What follows belongs to an exercise in optimizing a design on an open flow for small area; a production flow would make more cautious choices.
The RTL was checked by simulation tests, not by an equivalence proof against the original design.
Power figures rest on the tool's default switching activity, not on a simulated workload.

**flow/standard.sh**
```bash
#!/bin/bash
# synth_recipe.tcl (not shown) runs the flow's synth.tcl, then flattens the netlist and writes it again
# the make line also repeats each setting of config.mk as NAME=value (left out here)
make -C /OpenROAD-flow-scripts/flow DESIGN_CONFIG=/design/flow/config.mk WORK_HOME=/design/flow/orfs CLKGATE_MAP_FILE= SYNTH_SCRIPT=/design/flow/synth_recipe.tcl "${@:-finish}"
```
**flow/constraint.sdc**
```tcl
create_clock -name core_clock -period 10.0 [get_ports {clk_50M}]
set_input_delay 2.0000 -clock core_clock [delete_from_list [all_inputs] [get_ports {clk_50M}]]
set_output_delay 2.0000 -clock core_clock [all_outputs]
set_load 0.01 [all_outputs]
```
**flow/config.mk**
```make
export PLATFORM = sky130hd
export DESIGN_NAME = Digital_clock
export DESIGN_NICKNAME = Digital_clock
export VERILOG_FILES = /design/flow/design.v
export SDC_FILE = /design/flow/constraint.sdc
export NUM_CORES = 4
export LEC_CHECK = 0
export ABC_AREA = 1
export CAP_MARGIN = 20
export CORE_MARGIN = 2
export CORE_UTILIZATION = 70
export PLACE_DENSITY = 0.8
export SLEW_MARGIN = 20
```
**flow/flow/run.sh**
```bash
#!/bin/bash
# Own layout flow: the standard synthesis, then its combinational logic
# re-mapped for area (registers, their names and cell types unchanged), then
# the standard ORFS layout from floorplan on.
set -euo pipefail
here=$(pwd)
R=$here/orfs/results/$FLOW_PLATFORM/Digital_clock/base

# 1. standard synthesis
bash standard.sh synth > "$here/log_synth.txt" 2>&1

# 2. area re-mapping of the combinational logic
cp "$R/1_2_yosys.v" "$here/std_1_2_yosys.v"
RS_KEEP=$(grep -oE 'sky130_fd_sc_hd__(df|edf|sdf|dl)[a-z0-9_]*' "$here/std_1_2_yosys.v" | sort -u | tr '\n' ' ') \
RS_DONTUSE="$here/flow/dont_use.txt" RS_IN="$here/std_1_2_yosys.v" RS_OUT="$here/resynth.v" RS_TOP="$FLOW_TOP" \
RS_SCRIPT="$here/flow/area.abc" \
  yosys -c "$here/flow/resynth.tcl" > "$here/log_resynth.txt" 2>&1
cp "$here/resynth.v" "$R/1_2_yosys.v"
rm -f "$R/1_synth.odb" "$R/1_synth.sdc"

# 3. the rest of the standard flow, with small port buffers and a clock tree
#    of small buffers
bash standard.sh finish \
  "BUFFER_PORTS_ARGS=-buffer_cell sky130_fd_sc_hd__buf_1" \
  > "$here/log_layout.txt" 2>&1
```
**flow/flow/resynth.tcl**
```tcl
# Re-map the combinational logic of the standard synthesis for area.
# The flip-flops stay the cells (and names) the standard synthesis gave them.
yosys -import
set lib $::env(FLOW_HOME)/platforms/sky130hd/lib/sky130_fd_sc_hd__tt_025C_1v80.lib
read_liberty -overwrite -setattr liberty_cell -ignore_miss_func $lib
read_verilog $::env(RS_IN)
hierarchy -top $::env(RS_TOP)
setattr -mod -set keep_hierarchy 1 {*}$::env(RS_KEEP)
flatten
opt_clean -purge
set du {}
set f [open $::env(RS_DONTUSE)]
foreach c [split [string trim [read $f]] "\n"] { lappend du -dont_use $c }
close $f
abc -script $::env(RS_SCRIPT) -liberty $lib {*}$du
opt_clean -purge
hilomap -hicell sky130_fd_sc_hd__conb_1 HI -locell sky130_fd_sc_hd__conb_1 LO
splitnets
opt_clean -purge
insbuf -buf sky130_fd_sc_hd__buf_1 A X
check
stat -liberty $lib
blackbox =A:liberty_cell
write_verilog -noattr -nohex -nodec $::env(RS_OUT)
```
**flow/design.v**
```verilog
module seg4(
	input [3:0] D,
	output [6:0] S
);
assign S[0] = (~D[3] & ~D[2] & ~D[1] & D[0]) | (D[2] & ~D[1] & ~D[0]);
assign S[1] = (D[2] & D[1] & ~D[0]) | (D[2] & ~D[1] & D[0]);
assign S[2] = (~D[2] & D[1] & ~D[0]);
assign S[3] = (D[2] & ~D[1] & ~D[0]) | (~D[3] & ~D[2] & ~D[1] & D[0]) | (D[2] & D[1] & D[0]);
assign S[4] = (D[2] & ~D[1]) | (D[0]);
assign S[5] = (~D[2] & D[1]) | (~D[3] & ~D[2] & D[0]) | (D[1] & D[0]);
assign S[6] = (~D[3] & ~D[2] & ~D[1]) | (D[2] & D[1] & D[0]);
endmodule
module seg3(
	input [2:0] D,
	output [6:0] S
);
assign S[0] = (~D[2] & ~D[1] & D[0]) | (D[2] & ~D[0]);
assign S[1] = (D[2] & D[0]);
assign S[2] = (D[1] & ~D[0]);
assign S[3] = (~D[2] & ~D[1] & D[0]) | (D[2] & ~D[0]);
assign S[4] = (D[0]) | (D[2]);
assign S[5] = (~D[2] & D[0]) | (D[1]);
assign S[6] = (~D[2] & ~D[1]);
endmodule
module seg2(
	input [1:0] D,
	output [6:0] S
);
assign S[0] = (D[0]);
assign S[1] = 1'b0;
assign S[2] = (D[1]);
assign S[3] = (D[0]);
assign S[4] = (D[0]);
assign S[5] = (D[0]) | (D[1]);
assign S[6] = (~D[1]);
endmodule
module segw(
	input [2:0] D,
	output [6:0] S
);
assign S[0] = (~D[2] & ~D[1]) | (~D[1] & ~D[0]);
assign S[1] = (D[2] & ~D[1] & D[0]) | (D[2] & D[1] & ~D[0]);
assign S[2] = (~D[2] & ~D[0]);
assign S[3] = (~D[2] & ~D[1]) | (D[2] & D[1] & D[0]) | (~D[1] & ~D[0]);
assign S[4] = (D[0]) | (~D[1]);
assign S[5] = (~D[2]) | (D[1] & D[0]);
assign S[6] = (~D[2] & ~D[1]) | (D[2] & D[1] & D[0]);
endmodule
module hour12(
	input [5:0] D,
	output [4:0] C
);
assign C[0] = (D[0]);
assign C[1] = (D[4] & D[3]) | (~D[5] & ~D[4] & D[1]) | (D[4] & D[2] & ~D[1]);
assign C[2] = (D[2] & D[1]) | (D[4] & D[3]) | (~D[4] & D[2]);
assign C[3] = (D[5] & ~D[1]) | (~D[4] & D[3]);
assign C[4] = (D[5] & D[1]) | (D[4] & ~D[3] & ~D[2] & ~D[1]);
endmodule
module inc10(
	input [3:0] D,
	output [3:0] N
);
assign N[0] = ~D[0];
assign N[1] = (D[1] ^ D[0]) & ~D[3];
assign N[2] = D[2] ^ (D[1] & D[0]);
assign N[3] = (D[3] & ~D[0]) | (D[2] & D[1] & D[0]);
endmodule
module inc6(
	input [2:0] D,
	output [2:0] N
);
assign N[0] = ~D[0];
assign N[1] = (D[1] ^ D[0]) & ~D[2];
assign N[2] = (D[2] & ~D[0]) | (D[1] & D[0]);
endmodule
module Digital_clock(
input clk_50M,
input rst,
input alarm_SW,
input MODE_SW,
input AH_key,
input AM_key,
input SW_hour,
output [3:0] led_mode,
output  [7:0] HEX0,
output  [7:0] HEX1,
output  [7:0] HEX2,
output  [7:0] HEX3,
output  [7:0] HEX4,
output  [7:0] HEX5,
output  [7:0] HEX6
);
reg [9:0] cnt;
wire [10:0] cnt_inc = {1'b0, cnt} + 11'd1;
always @(posedge clk_50M)
	if (rst)
		cnt <= 10'd0;
	else
		cnt <= cnt_inc[9:0] | {5'd0, cnt_inc[10], 1'b0, {3{cnt_inc[10]}}};
wire hold  = (cnt[9:3] == 7'd0) & ~(cnt[2] & (cnt[1] | cnt[0]));
wire tick3 = (cnt == 10'd1004);	 
wire tick1 = (cnt == 10'd1002);	 
reg [1:0] m0, m1, m2, m3;
always @(posedge clk_50M) begin
	if (rst)
		m0 <= 2'd0;
	else
		m0 <= {alarm_SW, MODE_SW};
	m1 <= m0;
	m2 <= m1;
	m3 <= m2;
end
assign led_mode = {m1[1] & m1[0], m1[1] & ~m1[0], ~m1[1] & m1[0], ~m1[1] & ~m1[0]};
reg [4:0] kh, km;
reg [2:0] sw;
always @(posedge clk_50M) begin
	kh <= {kh[3:0], AH_key};
	km <= {km[3:0], AM_key};
	sw <= {sw[1:0], SW_hour};
end
wire eh3 = ~kh[3] & kh[4];	 
wire em3 = ~km[3] & km[4];
wire eh2 = ~kh[2] & kh[3];	 
wire em2 = ~km[2] & km[3];
reg [3:0] s_o, m_o, h_o, am_o, ah_o;
reg [2:0] s_t, m_t, am_t;
reg [1:0] h_t, ah_t;
wire set3 = ~m3[1] & m3[0];	 
wire run  = tick3 & ~set3;
wire seta = m3[1] & m3[0];	 
wire s9   = s_o[3] & s_o[0];
wire s59  = s9 & s_t[2] & s_t[0];
wire m9   = m_o[3] & m_o[0];
wire m59  = m9 & m_t[2] & m_t[0];
wire h23  = h_t[1] & h_o[1] & h_o[0];
wire am9  = am_o[3] & am_o[0];
wire ah23 = ah_t[1] & ah_o[1] & ah_o[0];
wire s_inc  = run;
wire m_inc  = (run & s59) | (set3 & em3);
wire h_inc  = (run & s59 & m59) | (set3 & eh3);
wire am_inc = seta & em3;
wire ah_inc = seta & eh3;
wire [3:0] s_o1, m_o1, h_o1, am_o1, ah_o1;
wire [2:0] s_t1, m_t1, am_t1;
inc10 u_is(.D(s_o), .N(s_o1));
inc6  u_its(.D(s_t), .N(s_t1));
inc10 u_im(.D(m_o), .N(m_o1));
inc6  u_itm(.D(m_t), .N(m_t1));
inc10 u_ih(.D(h_o), .N(h_o1));
inc10 u_iam(.D(am_o), .N(am_o1));
inc6  u_itam(.D(am_t), .N(am_t1));
inc10 u_iah(.D(ah_o), .N(ah_o1));
reg [3:0] ns_o, nm_o, nh_o, nam_o, nah_o;
reg [2:0] ns_t, nm_t, nam_t;
reg [1:0] nh_t, nah_t;
always @* begin
	ns_o = s_inc ? s_o1 : s_o;
	ns_t = (s_inc & s9) ? s_t1 : s_t;
	nm_o = m_inc ? m_o1 : m_o;
	nm_t = (m_inc & m9) ? m_t1 : m_t;
	nh_o = h_inc ? (h23 ? 4'd0 : h_o1) : h_o;
	nh_t = h_inc ? (h23 ? 2'd0 : ((h_o[3] & h_o[0]) ? {h_t[0], ~h_t[0]} : h_t)) : h_t;
	nam_o = am_inc ? am_o1 : am_o;
	nam_t = (am_inc & am9) ? am_t1 : am_t;
	nah_o = ah_inc ? (ah23 ? 4'd0 : ah_o1) : ah_o;
	nah_t = ah_inc ? (ah23 ? 2'd0 : ((ah_o[3] & ah_o[0]) ? {ah_t[0], ~ah_t[0]} : ah_t)) : ah_t;
	if (hold) begin
		ns_o = 4'd0; ns_t = 3'd0;
		nm_o = 4'd9; nm_t = 3'd5;
		nh_o = 4'd2; nh_t = 2'd1;
		nam_o = 4'd9; nam_t = 3'd5;
		nah_o = 4'd1; nah_t = 2'd2;
	end
end
always @(posedge clk_50M) begin
	s_o <= ns_o; s_t <= ns_t;
	m_o <= nm_o; m_t <= nm_t;
	h_o <= nh_o; h_t <= nh_t;
	am_o <= nam_o; am_t <= nam_t;
	ah_o <= nah_o; ah_t <= nah_t;
end
wire ih = (set3 & eh3) | (~m2[1] & m2[0] & eh2);
wire im = (set3 & em3) | (~m2[1] & m2[0] & em2);
wire m58 = m_t[2] & m_t[0] & m_o[3] & ~m_o[0];
wire h22 = h_t[1] & h_o[1] & ~h_o[0];
wire mok = im ? m58 : m59;
wire hok = ih ? h22 : h23;
wire wcarry = tick1 & ~(~m1[1] & m1[0]) & s59 & mok & hok;
reg [2:0] wk;
always @(posedge clk_50M)
	if (hold)
		wk <= 3'd1;
	else if (wcarry)
		wk <= (wk == 3'd7) ? 3'd1 : wk + 3'd1;
reg [7:0] bc;
reg bl;
wire [8:0] bc_inc = {1'b0, bc} + 9'd1;
always @(posedge clk_50M)
	if (rst) begin
		bc <= 8'd4;
		bl <= 1'b0;
	end else begin
		bc <= bc_inc[7:0] | {5'd0, bc_inc[8], 1'b0, bc_inc[8]};
		bl <= bl ^ bc_inc[8];
	end
wire ns_lt6 = (ns_t == 3'd0) & ~ns_o[3] & ~(ns_o[2] & ns_o[1]);
wire nm0 = (nm_t == 3'd0) & (nm_o == 4'd0);
wire nal = (nah_t == nh_t) & (nah_o == nh_o) & (nam_t == nm_t) & (nam_o == nm_o);
wire blank = bl & ns_lt6 & (nal | nm0);
wire show_alarm = m3[1];
wire [4:0] h12;
hour12 u_h12(.D({h_t, h_o}), .C(h12));
wire [5:0] th = sw[2] ? {1'b0, h12} : {h_t, h_o};
wire [3:0] d0 = show_alarm ? 4'd0 : s_o;
wire [2:0] d1 = show_alarm ? 3'd0 : s_t;
wire [3:0] d2 = show_alarm ? am_o : m_o;
wire [2:0] d3 = show_alarm ? am_t : m_t;
wire [3:0] d4 = show_alarm ? ah_o : th[3:0];
wire [1:0] d5 = show_alarm ? ah_t : th[5:4];
wire [6:0] g0, g1, g2, g3, g4, g5, g6;
seg4 u_g0(.D(d0), .S(g0));
seg3 u_g1(.D(d1), .S(g1));
seg4 u_g2(.D(d2), .S(g2));
seg3 u_g3(.D(d3), .S(g3));
seg4 u_g4(.D(d4), .S(g4));
seg2 u_g5(.D(d5), .S(g5));
segw u_g6(.D(wk), .S(g6));
assign HEX0 = {1'b1, g0 | {7{blank}}};
assign HEX1 = {1'b1, g1 | {7{blank}}};
assign HEX2 = {1'b1, g2 | {7{blank}}};
assign HEX3 = {1'b1, g3 | {7{blank}}};
assign HEX4 = {1'b1, g4 | {7{blank}}};
assign HEX5 = {1'b1, g5 | {7{blank}}};
assign HEX6 = {1'b1, g6};
endmodule
```
**flow/flow/dont_use.txt**
```
sky130_fd_sc_hd__lpflow_bleeder_1
sky130_fd_sc_hd__lpflow_clkbufkapwr_1
sky130_fd_sc_hd__lpflow_clkbufkapwr_16
sky130_fd_sc_hd__lpflow_clkbufkapwr_2
sky130_fd_sc_hd__lpflow_clkbufkapwr_4
sky130_fd_sc_hd__lpflow_clkbufkapwr_8
sky130_fd_sc_hd__lpflow_clkinvkapwr_1
sky130_fd_sc_hd__lpflow_clkinvkapwr_16
sky130_fd_sc_hd__lpflow_clkinvkapwr_2
sky130_fd_sc_hd__lpflow_clkinvkapwr_4
sky130_fd_sc_hd__lpflow_clkinvkapwr_8
sky130_fd_sc_hd__lpflow_decapkapwr_12
sky130_fd_sc_hd__lpflow_decapkapwr_3
sky130_fd_sc_hd__lpflow_decapkapwr_4
sky130_fd_sc_hd__lpflow_decapkapwr_6
sky130_fd_sc_hd__lpflow_decapkapwr_8
sky130_fd_sc_hd__lpflow_inputiso0n_1
sky130_fd_sc_hd__lpflow_inputiso0p_1
sky130_fd_sc_hd__lpflow_inputiso1n_1
sky130_fd_sc_hd__lpflow_inputiso1p_1
sky130_fd_sc_hd__lpflow_inputisolatch_1
sky130_fd_sc_hd__lpflow_isobufsrc_1
sky130_fd_sc_hd__lpflow_isobufsrc_16
sky130_fd_sc_hd__lpflow_isobufsrc_2
sky130_fd_sc_hd__lpflow_isobufsrc_4
sky130_fd_sc_hd__lpflow_isobufsrc_8
sky130_fd_sc_hd__lpflow_isobufsrckapwr_16
sky130_fd_sc_hd__lpflow_lsbuf_lh_hl_isowell_tap_1
sky130_fd_sc_hd__lpflow_lsbuf_lh_hl_isowell_tap_2
sky130_fd_sc_hd__lpflow_lsbuf_lh_hl_isowell_tap_4
sky130_fd_sc_hd__lpflow_lsbuf_lh_isowell_4
sky130_fd_sc_hd__lpflow_lsbuf_lh_isowell_tap_1
sky130_fd_sc_hd__lpflow_lsbuf_lh_isowell_tap_2
sky130_fd_sc_hd__lpflow_lsbuf_lh_isowell_tap_4
sky130_fd_sc_hd__probe_p_8
sky130_fd_sc_hd__probec_p_8
```
**flow/flow/area.abc**
```
strash
&get -n
&deepsyn -J 100
&put
strash
&get -n
&dch -f
&nf -R 1000
&put
```
==> flow_summary.ini, run 1 <==
[outcome]
status = complete, no violations

[setup_path]
cp_slowest_cell = dfxtp_1
cp-start-kind = flop
cp_slowest_stage_delay_ps = 860
crit_type = reg -> out
crit_fanout = 19
worstPathCellList = clkinv_1 -> nand2_1 -> nand3_1 -> nor2_1 -> and2_0 -> a21oi_1 -> nor2b_1 -> and2_0 -> a21oi_1 -> o21ai_0 -> nor3_1 -> a21oi_1 -> nand4_1 -> a2111oi_0 -> nand2_1 -> o22ai_1 -> nand4bb_1 -> clkinv_1 -> nor2_1 -> a22oi_1 -> a21oi_1 -> o22ai_1 -> buf_1
arrival_ps = 6420
path_common_cell = a21oi_1
critPathRequiredTime_ps = 8000
critPathBufInv = 3
r2r_slack_ps = 6240
cp-end-kind = primary output
cp_top_family = simple AND/OR/NAND/NOR gates

[flow_run]
cap_violations = 0

[timing]
finalHoldViolCount = 0
worst_slew_pin_slew_ps = 819
slew_violations = 0
maxSlewHeadroom_pct = 44.0
whs_ps = 329
setup_ws_ps = 1580
fmax_mhz = 119
post-route-min-period_ps = 8420
finalSetupViolCount = 0
rsz0062_at_grt = false
final.setup_skew_ps = 9.45
timing.final.crit_share_pct = 84.2
tns_ps = 0

[cells_and_area]
layout.nets = 510
area_delta_synth_final_pct = 15.0
final_cell_mix = dfxtp_1, buf_1, nand2_1
antenna_cells = 0
stdcell_area_um2 = 4030
fin_util_pct = 84.2
drive_above_1_share_pct = 3.16
final_common_cell = dfxtp_1
final_cells = 574

[yosys]
syn-cell-area_um2 = 3510
synth_warnings = 1
synth.avg_cell_area_um2 = 8.04
syn_inst = 436
synth_nets = 443

[global_routing]
grt-ovfl-total = 0
grt_pass1_wl_um = 13500
globalRouteTotalUtil_pct = 31.5
grt_pass1_vias = 2999
grt_max_degree = 25
antenna_found_initial = 0

[route]
avgViaCountPerCell = 6.03
wl_um = 8450
drt_iter0_drc = 385
vias = 3463
dr.pass1.iters = 8
ant_nets = 0
drt_drc_violations_left = 0
wire_per_inst_um = 14.7

[clock_network]
hold_buffers = 0
cts_tree = done
insertion_delay_ps = 350
htree_levels = 3
post_cts_buffers = 0
cts_buffers = 9
cts_resized = 0
cts-root-buf = clkbuf_8
clock_sinks = 76
cts.path.max_buffers = 2
clk_pin_slew_worst_paths_ps = 70

[power_and_ir_drop]
vdd_drop_max_uv = 139
leakage_nw = 1.56
power_density_nw_per_um2 = 150
power_mw = 0.606

[place]
pre_cts_slack_ps = 1850
dp.final_hpwl_um = 6040
dp_cells = 558
gp_congestion = 0.929
dpl-instance-area_um2 = 3800
port-buffer-count = 59

[die]
core_area_um2 = 4790
die_area_um2 = 5590
rows = 25
die_w_um = 74.8
io_pins = 67
start_util_pct = 73.3
die_h_um = 74.8

[hold_path]
hold_class = reg -> reg
[sequential cells by signal (all words and copies together), names as in the netlist, 4 cells and up]
register,count
ah_o,4
am_o,4
bc,8
cnt,10
h_o,4
kh,5
km,5
m_o,4
s_o,4
[per-layer routing]
layer,routed length (um),GRT usage [%]
met2,3980,51.6
met5,0,0
met1,3480,39.5
met4,342,18.1
met3,645,5.09
[worst reg2reg max path, stage by stage, from the launching register on]
cell      delay, ps
dfxtp_1         860
clkinv_1        540
nand2_1         260
nand3_1         130
nor2_1          170
and2_0          350
a21oi_1         190
nor2b_1         330
nand3_1         230
xor2_1          190
a31oi_1         230
and2_0          200
[path summary, 6_finish.rpt]
path	startpoint	depth (start not counted)	end
setup / recovery	m3[1]	23	HEX4[5]
hold / removal	km[0]	0	km[1]
setup reg to reg	m3[1]	11	m_t[1]
hold reg to reg	km[0]	0	km[1]
[power by group]
group / internal [mW] / leakage, nW / switching [mW]
logic: 0.0106 / 0.827 / 0.0184
clock network: 0.152 / 0.111 / 0.109
registers: 0.309 / 0.621 / 0.00591
total: 0.472 / 1.56 / 0.134
[area by class of cell]
type                       count  area (um2)
clock buffer                  11         151
clock inverter                 4        72.6
fill                         308         754
inverter                      23        86.3
multi-input combinational    333        1880
sequential                    76        1520
tap                           67        83.8
timing repair buffer          60         233
==> run 2, diff against run 1 <==
--- a/flow/flow/run.sh
+++ b/flow/flow/run.sh
@@ -22,4 +22,5 @@
 #    of small buffers
 bash standard.sh finish \
   "BUFFER_PORTS_ARGS=-buffer_cell sky130_fd_sc_hd__buf_1" \
+  "CTS_ARGS=-sink_clustering_enable -repair_clock_nets -dont_use_dummy_load -buf_list sky130_fd_sc_hd__clkbuf_4 -sink_clustering_size 20" \
   > "$here/log_layout.txt" 2>&1
--- a/flow/config.mk
+++ b/flow/config.mk
@@ -8,6 +8,6 @@
 export ABC_AREA = 1
 export CAP_MARGIN = 20
 export CORE_MARGIN = 2
-export CORE_UTILIZATION = 70
-export PLACE_DENSITY = 0.8
+export CORE_UTILIZATION = 80
+export PLACE_DENSITY = 0.85
 export SLEW_MARGIN = 20
==> run 2 against run 1 <==
Effect of this change:
- area after synthesis did not move
- cell count shrank 3.7%
- worst hold slack worse by 7.5 ps
- highest routed layer unchanged
- critical endpoint unchanged
- synthesized cell count unchanged
==> flow_summary.ini, run 2 <==
[timing]
final.setup_skew_ps = 30.6
post-route-min-period_ps = 8850
slew_violations = 0
rsz0062_at_grt = false
tns_ps = 0
finalHoldViolCount = 0
fmax_mhz = 113
finalSetupViolCount = 0
maxSlewHeadroom_pct = 32.2
setup_ws_ps = 1150
whs_ps = 322
worst_slew_pin_slew_ps = 1010
timing.final.crit_share_pct = 88.5

[hold_path]
hold_class = reg -> reg
min_path_cells = 0
hold-path-endpoint = kh[2]
hold_start = kh[1]

[place]
pre_cts_slack_ps = 1880
dp_cells = 544
port-buffer-count = 59
gp_congestion = 1.02
dp.final_hpwl_um = 6590

[cells_and_area]
final_cell_mix = dfxtp_1, buf_1, nand2_1
fillerInstances = 222
drive_above_1_share_pct = 2.00
reg.largest.list = cnt: 10 flops, bc: 8 flops
area_delta_synth_final_pct = 9.89
antenna_cells = 0
final_common_cell = dfxtp_1
layout.nets = 510
largest_register_ffs = 10
final_cells = 553
top_register = cnt

[setup_path]
cp-start-kind = flop
r2r-end = m_t[1]
worstReg2RegStart = m3[1]
r2r_cells = 11
cp-end-kind = primary output
r2r_slack_ps = 6370
crit_fanout = 24
crit_type = reg -> out
arrival_ps = 6850
critPathRequiredTime_ps = 8000

[global_routing]
grt_max_degree = 25
grt-ovfl-total = 0
antenna_found_initial = 0
grt_pass1_vias = 3239
globalRouteTotalUtil_pct = 36.8
grt_pass1_wl_um = 14300

[clock_network]
htree_levels = 3
post_cts_buffers = 0
insertion_delay_ps = 440
clock_sinks = 76
cts_buffers = 9
cts_tree = done
clk_pin_slew_worst_paths_ps = 120
cts-root-buf = clkbuf_4
cts_resized = 0
cts.path.max_buffers = 2
hold_buffers = 0

[die]
core_area_um2 = 4290
start_util_pct = 81.6
die_w_um = 70.2
rows = 24
die_area_um2 = 4930
io_pins = 67
die_h_um = 70.2

[route]
ant_nets = 0
drt_drc_violations_left = 0
wire_per_inst_um = 16.0
dr.pass1.iters = 6
vias = 3496
avgViaCountPerCell = 6.32
drt_iter0_drc = 482
wl_um = 8840

[power_and_ir_drop]
leakage_nw = 1.49
power_density_nw_per_um2 = 124
vdd_drop_max_uv = 119
power_mw = 0.478

[yosys]
synth_warnings = 1
synth.avg_cell_area_um2 = 8.04
syn-cell-area_um2 = 3510
syn_inst = 436
synth_nets = 443

[flow_run]
cap_violations = 0

[outcome]
status = complete, no violations
run 2: how the worst max path moves through the flow:
| stage | startpoint | to | slack (ps) | cells after the start |
|---|---|---|---|---|
| final | m3[1] | HEX4[5] | 1150 | 21 |
| after global routing | m3[1] | HEX4[5] | 570 | 21 |
| after CTS | m3[1] | HEX4[5] | 1440 | 21 |
| after detailed placement | m3[1] | HEX4[5] | 1880 | 21 |
| after global placement | m3[1] | HEX4[5] | 2430 | 23 |
| after floorplan | m3[1] | HEX4[5] | 3100 | 22 |
run 2: layout make-up:
type                    instances  area (um2)  area share [%]
clock buffers                   9        67.6            1.75
inverters                      23        86.3            2.24
multi-input cells             333        1880            48.9
flip-flops and latches         76        1520            39.5
well taps                      52        65.1            1.69
repair buffers                 60         229            5.94
run 2: metal layers:
layer	share of wire (%)	global-route usage (%)	up-vias	routed length, um
met5	0	0	-	0
met2	50	63.1	203	4420
met1	39	41.9	1583	3440
met4	4.0	21.4	0	356
li1	-	-	1668	-
met3	7.0	8.23	42	621
run 2: report_power, final:
| part | internal, mW | leakage [nW] | switching, mW |
|---|---|---|---|
| registers | 0.309 | 0.621 | 0.00643 |
| logic | 0.0106 | 0.826 | 0.0187 |
| clock network | 0.0418 | 0.0414 | 0.0908 |
run 2: critical path, cell delays in order, from the launching register on:
cell and delay (ps):
dfxtp_1 860, clkinv_1 520, nand2_1 250, nand3_1 130
nor3_1 300, a31oi_1 210, nor2b_1 530, nand2_1 150
nor2_1 160, o21ai_0 120, a31oi_1 260, xor2_1 90
a2111oi_0 410, o221ai_1 210, o22ai_1 190, nand4bb_1 820
clkinv_1 450, nor2_1 130, a22oi_1 260, a21oi_1 90
o22ai_1 130, buf_1 170
run 2: metrics by stage:
stage          util, %  area [um2]
2_1_floorplan        -        3510
3_3_place_gp      88.1        3780
3_5_place_dp      88.1        3780
4_1_cts           89.7        3850
5_1_grt           89.7        3850
6_report          89.7        3850
==> run 3, diff against run 2 <==
--- a/flow/design.v
+++ b/flow/design.v
@@ -47,14 +47,24 @@
 assign S[6] = (~D[2] & ~D[1]) | (D[2] & D[1] & D[0]);
 endmodule
 module hour12(
-	input [5:0] D,
-	output [4:0] C
-);
-assign C[0] = (D[0]);
-assign C[1] = (D[4] & D[3]) | (~D[5] & ~D[4] & D[1]) | (D[4] & D[2] & ~D[1]);
-assign C[2] = (D[2] & D[1]) | (D[4] & D[3]) | (~D[4] & D[2]);
-assign C[3] = (D[5] & ~D[1]) | (~D[4] & D[3]);
-assign C[4] = (D[5] & D[1]) | (D[4] & ~D[3] & ~D[2] & ~D[1]);
+	input [4:0] D,
+	output [3:0] T
+);
+assign T[0] = (D[0]);
+assign T[1] = (D[1]);
+assign T[2] = (D[4] & ~D[2]) | (~D[4] & ~D[3] & D[2]);
+assign T[3] = (D[4] & D[2]) | (D[3] & ~D[2]);
+endmodule
+module hourbcd(
+	input [4:0] D,
+	output [5:0] B
+);
+assign B[0] = (D[0]);
+assign B[1] = (D[3] & D[2] & ~D[1]) | (~D[4] & ~D[3] & D[1]) | (D[4] & ~D[2] & ~D[1]) | (D[4] & D[2] & D[1]);
+assign B[2] = (~D[4] & ~D[3] & D[2]) | (D[4] & ~D[2] & ~D[1]) | (~D[4] & D[2] & D[1]);
+assign B[3] = (D[4] & ~D[2] & D[1]) | (D[3] & ~D[2] & ~D[1]);
+assign B[4] = (D[3] & D[1]) | (D[4] & ~D[2]) | (D[3] & D[2]);
+assign B[5] = (D[4] & D[2]);
 endmodule
 module inc10(
 	input [3:0] D,
@@ -122,9 +132,9 @@
 wire em3 = ~km[3] & km[4];
 wire eh2 = ~kh[2] & kh[3];	 
 wire em2 = ~km[2] & km[3];
-reg [3:0] s_o, m_o, h_o, am_o, ah_o;
+reg [3:0] s_o, m_o, am_o;
 reg [2:0] s_t, m_t, am_t;
-reg [1:0] h_t, ah_t;
+reg [4:0] h, ah;
 wire set3 = ~m3[1] & m3[0];	 
 wire run  = tick3 & ~set3;
 wire seta = m3[1] & m3[0];	 
@@ -132,57 +142,53 @@
 wire s59  = s9 & s_t[2] & s_t[0];
 wire m9   = m_o[3] & m_o[0];
 wire m59  = m9 & m_t[2] & m_t[0];
-wire h23  = h_t[1] & h_o[1] & h_o[0];
+wire h23  = h[4] & h[2] & h[1] & h[0];
 wire am9  = am_o[3] & am_o[0];
-wire ah23 = ah_t[1] & ah_o[1] & ah_o[0];
+wire ah23 = ah[4] & ah[2] & ah[1] & ah[0];
 wire s_inc  = run;
 wire m_inc  = (run & s59) | (set3 & em3);
 wire h_inc  = (run & s59 & m59) | (set3 & eh3);
 wire am_inc = seta & em3;
 wire ah_inc = seta & eh3;
-wire [3:0] s_o1, m_o1, h_o1, am_o1, ah_o1;
+wire [3:0] s_o1, m_o1, am_o1;
 wire [2:0] s_t1, m_t1, am_t1;
 inc10 u_is(.D(s_o), .N(s_o1));
 inc6  u_its(.D(s_t), .N(s_t1));
 inc10 u_im(.D(m_o), .N(m_o1));
 inc6  u_itm(.D(m_t), .N(m_t1));
-inc10 u_ih(.D(h_o), .N(h_o1));
 inc10 u_iam(.D(am_o), .N(am_o1));
 inc6  u_itam(.D(am_t), .N(am_t1));
-inc10 u_iah(.D(ah_o), .N(ah_o1));
-reg [3:0] ns_o, nm_o, nh_o, nam_o, nah_o;
+reg [3:0] ns_o, nm_o, nam_o;
 reg [2:0] ns_t, nm_t, nam_t;
-reg [1:0] nh_t, nah_t;
+reg [4:0] nh, nah;
 always @* begin
 	ns_o = s_inc ? s_o1 : s_o;
 	ns_t = (s_inc & s9) ? s_t1 : s_t;
 	nm_o = m_inc ? m_o1 : m_o;
 	nm_t = (m_inc & m9) ? m_t1 : m_t;
-	nh_o = h_inc ? (h23 ? 4'd0 : h_o1) : h_o;
-	nh_t = h_inc ? (h23 ? 2'd0 : ((h_o[3] & h_o[0]) ? {h_t[0], ~h_t[0]} : h_t)) : h_t;
+	nh = h_inc ? (h23 ? 5'd0 : h + 5'd1) : h;
 	nam_o = am_inc ? am_o1 : am_o;
 	nam_t = (am_inc & am9) ? am_t1 : am_t;
-	nah_o = ah_inc ? (ah23 ? 4'd0 : ah_o1) : ah_o;
-	nah_t = ah_inc ? (ah23 ? 2'd0 : ((ah_o[3] & ah_o[0]) ? {ah_t[0], ~ah_t[0]} : ah_t)) : ah_t;
+	nah = ah_inc ? (ah23 ? 5'd0 : ah + 5'd1) : ah;
 	if (hold) begin
 		ns_o = 4'd0; ns_t = 3'd0;
 		nm_o = 4'd9; nm_t = 3'd5;
-		nh_o = 4'd2; nh_t = 2'd1;
+		nh = 5'd12;
 		nam_o = 4'd9; nam_t = 3'd5;
-		nah_o = 4'd1; nah_t = 2'd2;
+		nah = 5'd21;
 	end
 end
 always @(posedge clk_50M) begin
 	s_o <= ns_o; s_t <= ns_t;
 	m_o <= nm_o; m_t <= nm_t;
-	h_o <= nh_o; h_t <= nh_t;
+	h <= nh;
 	am_o <= nam_o; am_t <= nam_t;
-	ah_o <= nah_o; ah_t <= nah_t;
+	ah <= nah;
 end
 wire ih = (set3 & eh3) | (~m2[1] & m2[0] & eh2);
 wire im = (set3 & em3) | (~m2[1] & m2[0] & em2);
 wire m58 = m_t[2] & m_t[0] & m_o[3] & ~m_o[0];
-wire h22 = h_t[1] & h_o[1] & ~h_o[0];
+wire h22 = h[4] & h[2] & h[1] & ~h[0];
 wire mok = im ? m58 : m59;
 wire hok = ih ? h22 : h23;
 wire wcarry = tick1 & ~(~m1[1] & m1[0]) & s59 & mok & hok;
@@ -205,18 +211,20 @@
 	end
 wire ns_lt6 = (ns_t == 3'd0) & ~ns_o[3] & ~(ns_o[2] & ns_o[1]);
 wire nm0 = (nm_t == 3'd0) & (nm_o == 4'd0);
-wire nal = (nah_t == nh_t) & (nah_o == nh_o) & (nam_t == nm_t) & (nam_o == nm_o);
+wire nal = (nah == nh) & (nam_t == nm_t) & (nam_o == nm_o);
 wire blank = bl & ns_lt6 & (nal | nm0);
 wire show_alarm = m3[1];
-wire [4:0] h12;
-hour12 u_h12(.D({h_t, h_o}), .C(h12));
-wire [5:0] th = sw[2] ? {1'b0, h12} : {h_t, h_o};
+wire [3:0] h12;
+hour12 u_h12(.D(h), .T(h12));
+wire [4:0] dh = show_alarm ? ah : (sw[2] ? {1'b0, h12} : h);
+wire [5:0] bh;
+hourbcd u_bh(.D(dh), .B(bh));
 wire [3:0] d0 = show_alarm ? 4'd0 : s_o;
 wire [2:0] d1 = show_alarm ? 3'd0 : s_t;
 wire [3:0] d2 = show_alarm ? am_o : m_o;
 wire [2:0] d3 = show_alarm ? am_t : m_t;
-wire [3:0] d4 = show_alarm ? ah_o : th[3:0];
-wire [1:0] d5 = show_alarm ? ah_t : th[5:4];
+wire [3:0] d4 = bh[3:0];
+wire [1:0] d5 = bh[5:4];
 wire [6:0] g0, g1, g2, g3, g4, g5, g6;
 seg4 u_g0(.D(d0), .S(g0));
 seg3 u_g1(.D(d1), .S(g1));
==> run 3 against run 2 <==
Effect of this change:
- critical path type unchanged
- fmax up 9.8%
- worst setup slack improved by 790 ps
- sequential power decreased by 3%
- critical endpoint is now HEX2[2]
- still clean
==> flow_summary.ini, run 3 <==
[route]
wl_met2_um = 4740
drt_drc_violations_left = 0
wire_per_inst_um = 16.8
drt_iter0_drc = 478
dr.pass1.iters = 6
ant_nets = 0
avgViaCountPerCell = 6.47
top_layer_used = met4
vias = 3650
drt-met1-wl_um = 3410
wl_um = 9490
wl_met3_um = 833

[timing]
final.setup_skew_ps = 22.5
fmax_mhz = 124
rsz0062_at_grt = false
post-route-min-period_ps = 8070
whs_ps = 335
timing.final.crit_share_pct = 80.7
maxSlewHeadroom_pct = 36.2
tns_ps = 0
finalHoldViolCount = 0
slew_violations = 0
finalSetupViolCount = 0
worst_slew_pin_slew_ps = 955

[yosys]
synth_warnings = 1
synth_nets = 454
syn-cell-area_um2 = 3530
synth.avg_cell_area_um2 = 7.89
syn_inst = 447

[clock_network]
cts_tree = done
cts_resized = 0
insertion_delay_ps = 430
post_cts_buffers = 0
clock_sinks = 74
cts.path.max_buffers = 2
clk_pin_slew_worst_paths_ps = 110
hold_buffers = 0
cts_buffers = 9
htree_levels = 3
cts-root-buf = clkbuf_4

[die]
die_h_um = 70.4
start_util_pct = 82.1
rows = 24
die_area_um2 = 4960
io_pins = 67
core_area_um2 = 4290
die_w_um = 70.4

[outcome]
status = complete, no violations

[power_and_ir_drop]
vdd_drop_max_uv = 118
power_density_nw_per_um2 = 123
leakage_nw = 1.43
power_mw = 0.477

[cells_and_area]
drive_above_1_share_pct = 1.95
fillerInstances = 209
final_common_cell = dfxtp_1
final_cell_mix = dfxtp_1, buf_1, nand2_1
antenna_cells = 0
reg.largest.list = cnt: 10 flops, bc: 8 flops
regArea_um2 = 1480
multi_input_area_um2 = 1980
area_delta_synth_final_pct = 9.83
largest_register_ffs = 10
top_register = cnt
layout.nets = 521
fin_util_pct = 90.2

[place]
port-buffer-count = 59
gp_congestion = 0.943
dp.final_hpwl_um = 6680

[setup_path]
r2r_cells = 10
critPathRequiredTime_ps = 8000
crit_type = reg -> out
arrival_ps = 6070
cp-start-kind = flop
cp-end-kind = primary output
crit_fanout = 26

[global_routing]
grt_pass1_vias = 3458
grt_max_degree = 27
globalRouteTotalUtil_pct = 38.9
antenna_found_initial = 0
grt_pass1_wl_um = 15400
grt-ovfl-total = 0

[hold_path]
min_path_cells = 0
hold_class = reg -> reg

[flow_run]
cap_violations = 0
-- run 3: changes by cell type in the layout (fill, tap and decap cells not counted), sizes merged, moves of 5 or more --
cell	previous run	this run
nand2b	5	17
nand2	58	53
nand3	16	28
a31oi	9	3
nor2	37	48
clkinv	23	13
a21o	2	8
-- run 3: cell type report --
class                           instances  share of cell area [%]
Multi-Input combinational cell        356                    51.2
Sequential cell                        74                    38.2
Timing Repair Buffer                   60                    5.91
Clock buffer                            9                    1.74
Tap cell                               52                    1.68
Inverter                               13                    1.26
-- run 3: worst max-delay path, stage by stage, from the launching register on --
cell and delay, ps:
dfxtp_1 960, nand2b_1 270, and4_1 290, and2_0 310, and3_1 290, a21oi_1 150
nor2b_1 340, and2_0 250, a21oi_1 100, o21ai_0 270, xor2_1 210, nor4_1 390
nand4_1 130, nor4_1 230, o21ai_1 120, buf_4 240, nand2b_1 120, nand2b_1 130
a21boi_0 240, nand2b_1 160, nand2_1 70, a31oi_1 160, buf_1 160
-- run 3: path summary, 6_finish.rpt --
check / end / slack, ps / start
max reg2reg: m_t[1] / 6210 / m3[1]
max: HEX2[2] / 1930 / m3[1]
min reg2reg: sw[1] / 340 / sw[0]
min: sw[1] / 340 / sw[0]
-- run 3: power breakdown --
part	switching, mW	total, mW	internal [mW]
registers	0.00624	0.308	0.301
clock network	0.0895	0.131	0.0418
logic	0.0249	0.0381	0.0133
total	0.121	0.477	0.356
-- run 3: metrics by stage --
step | area, um2 | instances | worst slack, ps
after floorplan | 3530 | 447 | 2890
after global placement | 3810 | 555 | 3190
after detailed placement | 3810 | 555 | 2660
after CTS | 3870 | 564 | 2150
after global routing | 3870 | 564 | 1590
final | 3870 | 564 | 1930
-- run 3: per-layer routing --
metal,vias to the layer above,track usage [%]
li1,1692,-
met1,1637,41.4
met2,246,71.2
met3,75,8.66
met4,0,19.9
met5,-,0
==> run 4, diff against run 3 <==
==> flow/flow/run.sh (replaced) <==
#!/bin/bash
# Own layout flow: the standard synthesis, then its combinational logic
# re-mapped for area (registers, their names and cell types unchanged), then
# the standard ORFS layout from floorplan on.
set -euo pipefail
here=$(pwd)
R=$here/orfs/results/$FLOW_PLATFORM/Digital_clock/base

# 1. standard synthesis
bash standard.sh synth > "$here/log_synth.txt" 2>&1

# 2. area re-mapping of the combinational logic: ABC's deep synthesis with
#    eight seeds, four at a time; the smallest netlist is kept.
cp "$R/1_2_yosys.v" "$here/std_1_2_yosys.v"
keep=$(grep -oE 'sky130_fd_sc_hd__(df|edf|sdf|dl)[a-z0-9_]*' "$here/std_1_2_yosys.v" | sort -u | tr '\n' ' ')
remap() {
  sed "s/&deepsyn -J 100/\&deepsyn -J 100 -S $1/" "$here/flow/area.abc" > "$here/area_$1.abc"
  RS_KEEP="$keep" RS_DONTUSE="$here/flow/dont_use.txt" RS_IN="$here/std_1_2_yosys.v" \
  RS_OUT="$here/resynth_$1.v" RS_TOP="$FLOW_TOP" RS_SCRIPT="$here/area_$1.abc" \
    yosys -c "$here/flow/resynth.tcl" > "$here/log_resynth_$1.txt" 2>&1
}
for s in 0 1 2 3; do remap $s & done; wait
for s in 4 5 6 7; do remap $s & done; wait
best=$(for s in 0 1 2 3 4 5 6 7; do
  a=$(grep 'Chip area for top module' "$here/log_resynth_$s.txt" | tail -1 | awk '{print $NF}')
  if [ -n "$a" ]; then echo "$a $s"; fi
done | sort -g | head -1 | awk '{print $2}')
echo "seed $best" > "$here/resynth_choice.txt"
cp "$here/resynth_$best.v" "$R/1_2_yosys.v"
rm -f "$R/1_synth.odb" "$R/1_synth.sdc"

# 3. the rest of the standard flow, with small port buffers and a clock tree
#    of small buffers without dummy loads
bash standard.sh finish \
  "BUFFER_PORTS_ARGS=-buffer_cell sky130_fd_sc_hd__buf_1" \
  "CTS_ARGS=-sink_clustering_enable -repair_clock_nets -dont_use_dummy_load -buf_list sky130_fd_sc_hd__clkbuf_4 -sink_clustering_size 20" \
  > "$here/log_layout.txt" 2>&1
==> run 4 against run 3 <==
Effect of this change:
- synthesized cell count decreased by 4.3%
- the run now fails in 3_3_place_gp
- area after synthesis decreased by 3.7%
==> flow_summary.ini, run 4 <==
[yosys]
synth.avg_cell_area_um2 = 7.94
syn-cell-area_um2 = 3400
synth_warnings = 1
syn_inst = 428
synth_nets = 435

[die]
die_w_um = 69.2
rows = 23
start_util_pct = 83.7
die_h_um = 69.2
io_pins = 67

[outcome]
haltStage = 3_3_place_gp
status = aborted with a tool error
tool.error = [ERROR GPL-0301] Utilization 101.118 % exceeds 100%.

[place]
port-buffer-count = 59
==> run 5, diff against run 4 <==
--- a/flow/design.v
+++ b/flow/design.v
@@ -112,10 +112,8 @@
 wire tick1 = (cnt == 10'd1002);	 
 reg [1:0] m0, m1, m2, m3;
 always @(posedge clk_50M) begin
-	if (rst)
-		m0 <= 2'd0;
-	else
-		m0 <= {alarm_SW, MODE_SW};
+	m0[1] <= alarm_SW & ~rst;
+	m0[0] <= MODE_SW;
 	m1 <= m0;
 	m2 <= m1;
 	m3 <= m2;
--- a/flow/config.mk
+++ b/flow/config.mk
@@ -8,6 +8,6 @@
 export ABC_AREA = 1
 export CAP_MARGIN = 20
 export CORE_MARGIN = 2
-export CORE_UTILIZATION = 80
+export CORE_UTILIZATION = 75
 export PLACE_DENSITY = 0.85
 export SLEW_MARGIN = 20
==> run 5 against run 4 <==
Effect of this change:
- the run now finishes clean
- synthesized cell count fell by 2.6%
- area after synthesis is 0.18% lower
==> flow_summary.ini, run 5 <==
[outcome]
status = complete, no violations

[timing]
worst_slew_pin_slew_ps = 879
finalHoldViolCount = 0
maxSlewHeadroom_pct = 39.9
fmax_mhz = 151
post-route-min-period_ps = 6640
rsz0062_at_grt = false
final.setup_skew_ps = 48.3
tns_ps = 0
slew_violations = 0
timing.final.crit_share_pct = 66.4
finalSetupViolCount = 0

[cells_and_area]
final_cell_mix = dfxtp_1, buf_1, nand2_1, nor2_1, a21oi_1
final_common_cell = dfxtp_1
layout.nets = 491
reg.largest.list = cnt: 10 flops, bc: 8 flops
drive_above_1_share_pct = 2.28
antenna_cells = 0
final_cells = 534
area_delta_synth_final_pct = 10.3
largest_register_ffs = 10
top_register = cnt
fillerInstances = 273

[die]
start_util_pct = 77.9
core_area_um2 = 4350
die_w_um = 71.2
die_h_um = 71.2
rows = 24
die_area_um2 = 5080
io_pins = 67

[route]
drt_drc_violations_left = 0
vias = 3297
wire_per_inst_um = 15.2
wl_um = 8100
drt_iter0_drc = 186
dr.pass1.iters = 5
avgViaCountPerCell = 6.17
ant_nets = 0

[hold_path]
min_path_cells = 0
hold_start = km[0]
hold-path-endpoint = km[1]
hold_class = reg -> reg

[place]
dp_cells = 525
dp.final_hpwl_um = 5800
port-buffer-count = 59
gp_congestion = 0.900

[clock_network]
hold_buffers = 0
clk_pin_slew_worst_paths_ps = 120
insertion_delay_ps = 410
cts-root-buf = clkbuf_4
cts.path.max_buffers = 2
cts_buffers = 9
htree_levels = 3
cts_tree = done
clock_sinks = 74
post_cts_buffers = 0
cts_resized = 0

[setup_path]
cp-end-kind = primary output
r2r_slack_ps = 7170
crit_type = reg -> out
crit_fanout = 32
r2r_cells = 9
cp-start-kind = flop
r2r-end = m_t[1]
worstReg2RegStart = m3[1]
critPathRequiredTime_ps = 8000
arrival_ps = 4640

[yosys]
synth_nets = 424
syn-cell-area_um2 = 3390
synth.avg_cell_area_um2 = 8.13
syn_inst = 417
synth_warnings = 1

[global_routing]
grt_pass1_vias = 3023
globalRouteTotalUtil_pct = 33.2
grt_pass1_wl_um = 13400
grt-ovfl-total = 0
antenna_found_initial = 0
grt_max_degree = 33

[power_and_ir_drop]
clkPwrFrac_pct = 26.9
pwr-share-comb_pct = 8.0
p_sw_share_pct = 24.8
vdd_drop_max_uv = 129
seqPwrFrac_pct = 65.1
leakage_nw = 1.42
power_density_nw_per_um2 = 127
p_switching_mw = 0.118
internal-power_mw = 0.357

[flow_run]
cap_violations = 0
run 5: per-stage QoR:
| stage | total power [mW] | setup slack [ps] | hold WS [ps] | instance area, um2 | utilization, % |
|---|---|---|---|---|---|
| 6_report | 0.475 | 3360 | 332 | 3740 | 85.9 |
| 5_1_grt | 0.491 | 2870 | 333 | 3740 | 85.9 |
| 4_1_cts | 0.475 | 3040 | 333 | 3740 | 85.8 |
| 3_5_place_dp | 0.352 | 3510 | 315 | 3670 | 84.3 |
| 3_3_place_gp | 0.351 | 3730 | 310 | 3670 | 84.3 |
| 2_1_floorplan | 0.340 | 3330 | 310 | 3390 | - |
run 5: layout make-up:
cell class,instances,area (um2),share of cell area [%]
Timing Repair Buffer,60,229,6.12
Inverter,16,60.1,1.61
Multi-Input combinational cell,323,1830,49.1
Sequential cell,74,1480,39.7
Tap cell,52,65.1,1.74
Clock buffer,9,67.6,1.81
run 5: worst max-delay path: stages (launching register included):
cell and delay (ps):
dfxtp_2 720, nand2b_1 250, and4_1 370, a31o_1 200, and2_0 210, nand2_1 120
nor2_1 200, a211oi_1 100, o21ai_0 170, o22ai_1 160, a311oi_1 220, nand4_1 140
nor4_1 290, o211ai_1 120, buf_4 230, clkinv_1 150, a21oi_1 80, a21boi_0 230
nand2b_1 130, buf_1 140
run 5: worst max path at each step:
stage          start      end  slack (ps)  cells past startpoint
3_5_place_dp   m3[1]  HEX2[3]        3510                     19
6_report       m3[1]  HEX2[3]        3360                     19
3_3_place_gp   m3[1]  HEX2[3]        3730                     19
4_1_cts        m3[1]  HEX2[3]        3040                     19
2_1_floorplan  m3[1]  HEX1[3]        3330                     15
5_1_grt        m3[1]  HEX1[3]        2870                     19
run 5: metal layers:
layer	GRT usage, %	share of wire [%]	vias up
li1	-	-	1612
met1	38.3	41	1514
met2	59.0	51	148
met3	7.88	6.3	23
met4	13.8	2.0	0
met5	0	0	-
run 5: power by group through the flow:
stage	registers, mW	clock network (mW)	logic (mW)
after floorplan	0.313	0	0.0271
after global placement	0.315	0	0.0361
after detailed placement	0.315	0	0.0372
after CTS	0.309	0.128	0.0376
after global routing	0.310	0.139	0.0420
final	0.309	0.128	0.0380
==> run 6, diff against run 5 <==
--- a/flow/design.v
+++ b/flow/design.v
@@ -101,15 +101,26 @@
 output  [7:0] HEX6
 );
 reg [9:0] cnt;
-wire [10:0] cnt_inc = {1'b0, cnt} + 11'd1;
+wire tick3 = (cnt == 10'd814);	 
+wire tick1 = (cnt == 10'd971);	 
 always @(posedge clk_50M)
 	if (rst)
-		cnt <= 10'd0;
+		cnt <= 10'd421;
 	else
-		cnt <= cnt_inc[9:0] | {5'd0, cnt_inc[10], 1'b0, {3{cnt_inc[10]}}};
-wire hold  = (cnt[9:3] == 7'd0) & ~(cnt[2] & (cnt[1] | cnt[0]));
-wire tick3 = (cnt == 10'd1004);	 
-wire tick1 = (cnt == 10'd1002);	 
+		cnt <= {cnt[8:0], ~(cnt[9] ^ cnt[6] ^ tick3)};
+reg [7:0] bc;
+reg bl;
+wire [8:0] bc_inc = {1'b0, bc} + 9'd1;
+wire bwrap = (bc == 8'd251);
+wire hold = (bc[7:3] == 5'd0) & ~(bc[2] & (bc[1] | bc[0]));
+always @(posedge clk_50M)
+	if (rst) begin
+		bc <= 8'd0;
+		bl <= 1'b0;
+	end else begin
+		bc <= bc_inc[7:0] | {5'd0, bc_inc[8], 1'b0, bc_inc[8]};
+		bl <= bl ^ bwrap;
+	end
 reg [1:0] m0, m1, m2, m3;
 always @(posedge clk_50M) begin
 	m0[1] <= alarm_SW & ~rst;
@@ -196,17 +207,6 @@
 		wk <= 3'd1;
 	else if (wcarry)
 		wk <= (wk == 3'd7) ? 3'd1 : wk + 3'd1;
-reg [7:0] bc;
-reg bl;
-wire [8:0] bc_inc = {1'b0, bc} + 9'd1;
-always @(posedge clk_50M)
-	if (rst) begin
-		bc <= 8'd4;
-		bl <= 1'b0;
-	end else begin
-		bc <= bc_inc[7:0] | {5'd0, bc_inc[8], 1'b0, bc_inc[8]};
-		bl <= bl ^ bc_inc[8];
-	end
 wire ns_lt6 = (ns_t == 3'd0) & ~ns_o[3] & ~(ns_o[2] & ns_o[1]);
 wire nm0 = (nm_t == 3'd0) & (nm_o == 4'd0);
 wire nal = (nah == nh) & (nam_t == nm_t) & (nam_o == nm_o);
--- a/flow/flow/run.sh
+++ b/flow/flow/run.sh
@@ -10,7 +10,7 @@
 bash standard.sh synth > "$here/log_synth.txt" 2>&1
 
 # 2. area re-mapping of the combinational logic: ABC's deep synthesis with
-#    eight seeds, four at a time; the smallest netlist is kept.
+#    twelve seeds, four at a time; the smallest netlist is kept.
 cp "$R/1_2_yosys.v" "$here/std_1_2_yosys.v"
 keep=$(grep -oE 'sky130_fd_sc_hd__(df|edf|sdf|dl)[a-z0-9_]*' "$here/std_1_2_yosys.v" | sort -u | tr '\n' ' ')
 remap() {
@@ -21,7 +21,8 @@
 }
 for s in 0 1 2 3; do remap $s & done; wait
 for s in 4 5 6 7; do remap $s & done; wait
-best=$(for s in 0 1 2 3 4 5 6 7; do
+for s in 8 9 10 11; do remap $s & done; wait
+best=$(for s in 0 1 2 3 4 5 6 7 8 9 10 11; do
   a=$(grep 'Chip area for top module' "$here/log_resynth_$s.txt" | tail -1 | awk '{print $NF}')
   if [ -n "$a" ]; then echo "$a $s"; fi
 done | sort -g | head -1 | awk '{print $2}')
@@ -33,5 +34,5 @@
 #    of small buffers without dummy loads
 bash standard.sh finish \
   "BUFFER_PORTS_ARGS=-buffer_cell sky130_fd_sc_hd__buf_1" \
-  "CTS_ARGS=-sink_clustering_enable -repair_clock_nets -dont_use_dummy_load -buf_list sky130_fd_sc_hd__clkbuf_4 -sink_clustering_size 20" \
+  "CTS_ARGS=-sink_clustering_enable -repair_clock_nets -dont_use_dummy_load -buf_list sky130_fd_sc_hd__clkbuf_4 -sink_clustering_size 14" \
   > "$here/log_layout.txt" 2>&1
==> run 6 against run 5 <==
Effect of this change:
- still clean
- synthesized cell count decreased by 0.24%
- worst hold slack got worse by 18 ps
- die area decreased by 0.74%
- fmax decreased by 21%
- critical path type unchanged
- critical endpoint is now HEX0[3]
- largest power group unchanged
- highest routed layer unchanged
==> flow_summary.ini, run 6 <==
[outcome]
status = complete, no violations

[yosys]
syn-cell-area_um2 = 3360
syn_inst = 416
synth.avg_cell_area_um2 = 8.09
synth_nets = 423
synth_warnings = 1

[route]
drt_drc_violations_left = 0
vias = 3258
wire_per_inst_um = 14.4
ant_nets = 0
dr.pass1.iters = 7
avgViaCountPerCell = 6.12
wl_um = 7670
drt_iter0_drc = 310

[die]
io_pins = 67
die_w_um = 71.0
die_area_um2 = 5040
die_h_um = 71.0
rows = 24
core_area_um2 = 4320
start_util_pct = 77.8

[global_routing]
grt_max_degree = 29
globalRouteTotalUtil_pct = 32.2
grt-ovfl-total = 0
grt_pass1_vias = 2905
grt_pass1_wl_um = 13000
antenna_found_initial = 0

[hold_path]
hold_start = km[1]
min_path_cells = 0
hold_class = reg -> reg
hold-path-endpoint = km[2]

[power_and_ir_drop]
pwr-share-comb_pct = 7.9
power_density_nw_per_um2 = 129
p_switching_mw = 0.118
leakage_nw = 1.40
vdd_drop_max_uv = 124
clkPwrFrac_pct = 26.9
seqPwrFrac_pct = 65.2
p_sw_share_pct = 24.8
internal-power_mw = 0.359

[timing]
final.setup_skew_ps = 48.8
post-route-min-period_ps = 8440
fmax_mhz = 118
timing.final.crit_share_pct = 84.4
worst_slew_pin_slew_ps = 1000
slew_violations = 0
finalHoldViolCount = 0
maxSlewHeadroom_pct = 33.0
tns_ps = 0
finalSetupViolCount = 0
rsz0062_at_grt = false

[setup_path]
worstReg2RegStart = m3[1]
critPathRequiredTime_ps = 8000
r2r_slack_ps = 6130
crit_fanout = 28
crit_type = reg -> out
cp-end-kind = primary output
r2r_cells = 9
cp-start-kind = flop
r2r-end = m_t[2]
arrival_ps = 6440

[place]
dp_cells = 523
dp.final_hpwl_um = 5630
gp_congestion = 0.923
port-buffer-count = 59

[clock_network]
clk_pin_slew_worst_paths_ps = 120
htree_levels = 3
insertion_delay_ps = 440
post_cts_buffers = 0
cts.path.max_buffers = 2
hold_buffers = 0
cts_resized = 0
cts_tree = done
cts-root-buf = clkbuf_4
clock_sinks = 74
cts_buffers = 9

[flow_run]
cap_violations = 0

[cells_and_area]
drive_above_1_share_pct = 1.88
final_cells = 532
area_delta_synth_final_pct = 10.1
final_cell_mix = dfxtp_1, buf_1, nand2_1
fillerInstances = 269
antenna_cells = 0
largest_register_ffs = 10
final_common_cell = dfxtp_1
layout.nets = 489
top_register = cnt
reg.largest.list = cnt: 10 flops, bc: 8 flops
run 6: power by group through the flow:
stage / Combinational, mW / Clock (mW) / Sequential, mW
6_report: 0.0378 / 0.128 / 0.311
5_1_grt: 0.0422 / 0.140 / 0.312
4_1_cts: 0.0373 / 0.129 / 0.311
3_5_place_dp: 0.0369 / 0 / 0.317
3_3_place_gp: 0.0359 / 0 / 0.317
2_1_floorplan: 0.0268 / 0 / 0.315
run 6: cell type report:
class	instances	area, um2	share of cell area [%]
Clock buffer	9	67.6	1.82
Inverter	12	45.0	1.22
Multi-Input combinational cell	326	1820	49.2
Sequential cell	74	1480	40.0
Tap cell	52	65.1	1.76
Timing Repair Buffer	59	221	5.98
run 6: worst max-delay path: stages (launching register included):
cell,delay [ps]
dfxtp_1,1000
clkinv_1,490
a21oi_1,380
and2_0,470
and3_1,270
a21oi_1,130
nor2b_1,350
and2_0,280
a21oi_1,110
o21ai_0,200
xnor2_1,170
nand4_1,100
nor4_1,200
o311ai_0,210
o41ai_1,120
nand3_1,630
clkinv_1,430
nor2_1,100
o21ai_0,100
nand2b_1,130
buf_1,150
run 6: metal layers:
layer	track usage (%)	share of wire, %	up-vias
met5	0	0	-
li1	-	-	1602
met2	51.7	46	151
met3	8.69	7.1	27
met4	14.9	3.4	0
met1	40.7	43	1478
run 6: worst max path at each step:
| stage | cells after the start | from | endpoint | slack, ps |
|---|---|---|---|---|
| detailed placement | 20 | m3[1] | HEX0[3] | 2220 |
| global route | 20 | m3[1] | HEX0[3] | 970 |
| global placement | 20 | m3[1] | HEX0[3] | 2650 |
| floorplan | 18 | m3[1] | HEX3[3] | 3390 |
| CTS | 20 | m3[1] | HEX0[3] | 1730 |
| finish | 20 | m3[1] | HEX0[3] | 1560 |
run 6: stage by stage:
step	setup WS, ps	hold slack [ps]	util, %	power, mW	cell area, um2
2_1_floorplan	3390	310	-	0.342	3360
3_3_place_gp	2650	310	84.1	0.353	3640
3_5_place_dp	2220	313	84.1	0.354	3640
4_1_cts	1730	318	85.6	0.477	3700
5_1_grt	967	315	85.6	0.494	3700
6_report	1560	315	85.6	0.477	3700
==> run 7, diff against run 6 <==
--- a/flow/flow/run.sh
+++ b/flow/flow/run.sh
@@ -34,5 +34,5 @@
 #    of small buffers without dummy loads
 bash standard.sh finish \
   "BUFFER_PORTS_ARGS=-buffer_cell sky130_fd_sc_hd__buf_1" \
-  "CTS_ARGS=-sink_clustering_enable -repair_clock_nets -dont_use_dummy_load -buf_list sky130_fd_sc_hd__clkbuf_4 -sink_clustering_size 14" \
+  "CTS_ARGS=-sink_clustering_enable -repair_clock_nets -dont_use_dummy_load -buf_list sky130_fd_sc_hd__clkbuf_4 -sink_clustering_size 20 -sink_clustering_max_diameter 30" \
   > "$here/log_layout.txt" 2>&1
==> run 7 against run 6 <==
Effect of this change:
- via count unchanged
- clock power about the same
- combinational power about the same
- critical path depth unchanged
- die area unchanged
- critical path type unchanged
- sequential cell count unchanged
- non-clock buffer count unchanged
- cell count unchanged
- first-iteration DRC count unchanged
==> flow_summary.ini, run 7 <==
[cells_and_area]
final_common_cell = dfxtp_1
reg.largest.list = cnt: 10 flops, bc: 8 flops
antenna_cells = 0
area_delta_synth_final_pct = 10.1
final_cell_mix = dfxtp_1, buf_1, nand2_1
largest_register_ffs = 10
top_register = cnt
regArea_um2 = 1480
drive_above_1_share_pct = 1.88
fillerInstances = 269
layout.nets = 489
multi_input_area_um2 = 1820

[timing]
finalHoldViolCount = 0
whs_ps = 315
worst_slew_pin_slew_ps = 1000
setup_ws_ps = 1560
slew_violations = 0
finalSetupViolCount = 0
timing.final.crit_share_pct = 84.4
post-route-min-period_ps = 8440
rsz0062_at_grt = false
maxSlewHeadroom_pct = 33.0
fmax_mhz = 118
final.setup_skew_ps = 48.8
tns_ps = 0

[global_routing]
grt_pass1_wl_um = 13000
grt-ovfl-total = 0
antenna_found_initial = 0
globalRouteTotalUtil_pct = 32.2
grt_pass1_vias = 2905
grt_max_degree = 29

[die]
die_h_um = 71.0
die_area_um2 = 5040
die_w_um = 71.0
rows = 24
io_pins = 67
core_area_um2 = 4320
start_util_pct = 77.8

[flow_run]
cap_violations = 0

[route]
vias = 3258
drt_drc_violations_left = 0
ant_nets = 0
avgViaCountPerCell = 6.12
drt_iter0_drc = 310
wire_per_inst_um = 14.4
wl_um = 7670
dr.pass1.iters = 7

[setup_path]
crit_type = reg -> out
crit_path_start = m3[1]
arrival_ps = 6440
cp-start-kind = flop
crit_fanout = 28
cp-end-kind = primary output
critPathRequiredTime_ps = 8000
worstReg2RegStart = m3[1]

[clock_network]
post_cts_buffers = 0
cts.path.max_buffers = 2
cts-root-buf = clkbuf_4
cts_tree = done
cts_resized = 0
cts_buffers = 9
clock_sinks = 74
insertion_delay_ps = 440
clk_pin_slew_worst_paths_ps = 120
htree_levels = 3
hold_buffers = 0

[outcome]
status = complete, no violations

[power_and_ir_drop]
pwr-share-comb_pct = 7.9
clkPwrFrac_pct = 26.9
internal-power_mw = 0.359
seqPwrFrac_pct = 65.2
power_density_nw_per_um2 = 129
p_sw_share_pct = 24.8
vdd_drop_max_uv = 124
p_switching_mw = 0.118
leakage_nw = 1.40

[yosys]
synth.avg_cell_area_um2 = 8.09
syn_inst = 416
synth_nets = 423
synth_warnings = 1
syn-cell-area_um2 = 3360

[hold_path]
hold_start = km[1]
hold_class = reg -> reg

[place]
pre_cts_slack_ps = 2220
port-buffer-count = 59
gp_congestion = 0.923
dp.final_hpwl_um = 5630
run 7: cell type report:
type	count	share of cell area [%]
clock buffers	9	1.82
inverters	12	1.22
multi-input cells	326	49.2
flip-flops and latches	74	40.0
well taps	52	1.76
repair buffers	59	5.98
run 7: worst max-delay path: stages, from the launching register on:
cell and delay (ps):
dfxtp_1 1000, clkinv_1 490, a21oi_1 380, and2_0 470, and3_1 270, a21oi_1 130
nor2b_1 350, and2_0 280, a21oi_1 110, o21ai_0 200, xnor2_1 170, nand4_1 100
nor4_1 200, o311ai_0 210, o41ai_1 120, nand3_1 630, clkinv_1 430, nor2_1 100
o21ai_0 100, nand2b_1 130, buf_1 150
run 7: worst paths after layout:
check                               end  slack [ps]  cells after the start
worst max-delay path            HEX0[3]        1560                     20
worst min-delay path              km[2]         310                      0
worst max register to register   m_t[2]        6130                      9
worst min register to register    km[2]         310                      0
run 7: routing by layer:
layer	part of all wire, %	vias to the layer above	global-route usage, %	wire length (um)
met5	0	-	0	0
met1	43	1478	40.7	3320
li1	-	1602	-	-
met3	7.1	27	8.69	544
met4	3.4	0	14.9	260
met2	46	151	51.7	3550
run 7: per-stage QoR:
step | power, mW | instances | util (%) | area, um2
final | 0.477 | 532 | 85.6 | 3700
after global routing | 0.494 | 532 | 85.6 | 3700
after CTS | 0.477 | 532 | 85.6 | 3700
after detailed placement | 0.354 | 523 | 84.1 | 3640
after global placement | 0.353 | 523 | 84.1 | 3640
after floorplan | 0.342 | 416 | - | 3360
run 7: power groups by stage:
stage / registers [mW] / logic (mW) / clock network, mW
5_1_grt: 0.312 / 0.0422 / 0.140
4_1_cts: 0.311 / 0.0373 / 0.129
3_3_place_gp: 0.317 / 0.0359 / 0
3_5_place_dp: 0.317 / 0.0369 / 0
6_report: 0.311 / 0.0378 / 0.128
2_1_floorplan: 0.315 / 0.0268 / 0

separate check: timing with driven ports:
No port has a modelled driver above. Below, the same layouts with a new extraction and two added sets of constraints. Step 1 (the two cells are an assumption about what drives the block):
set clk [get_ports {clk_50M}]
set_driving_cell -lib_cell sky130_fd_sc_hd__clkbuf_16 $clk
set_driving_cell -lib_cell sky130_fd_sc_hd__buf_2 [delete_from_list [all_inputs] $clk]
Step 2 moves the port delays by t, midway between the first and last clock arrival at a register: inputs arrive t later, outputs are due t later. That takes back most of the time a late clock gives input paths. Slacks: ideal / step 1 / step 2; pairs: ideal / step 1.
run	shift t [ns]	setup slack, ns	clock arrival spread, ns
run 1	0.376	1.575 / 1.545 / 1.921	0.009 / 0.010
run 2	0.447	1.146 / 1.121 / 1.568	0.031 / 0.031
run 3	0.440	1.935 / 1.910 / 2.350	0.023 / 0.023
run 5	0.414	3.358 / 3.331 / 3.745	0.048 / 0.049
run 6	0.434	1.558 / 1.535 / 1.969	0.049 / 0.048
run 7	0.434	1.558 / 1.535 / 1.969	0.049 / 0.048
After both steps every run listed still meets setup and hold.
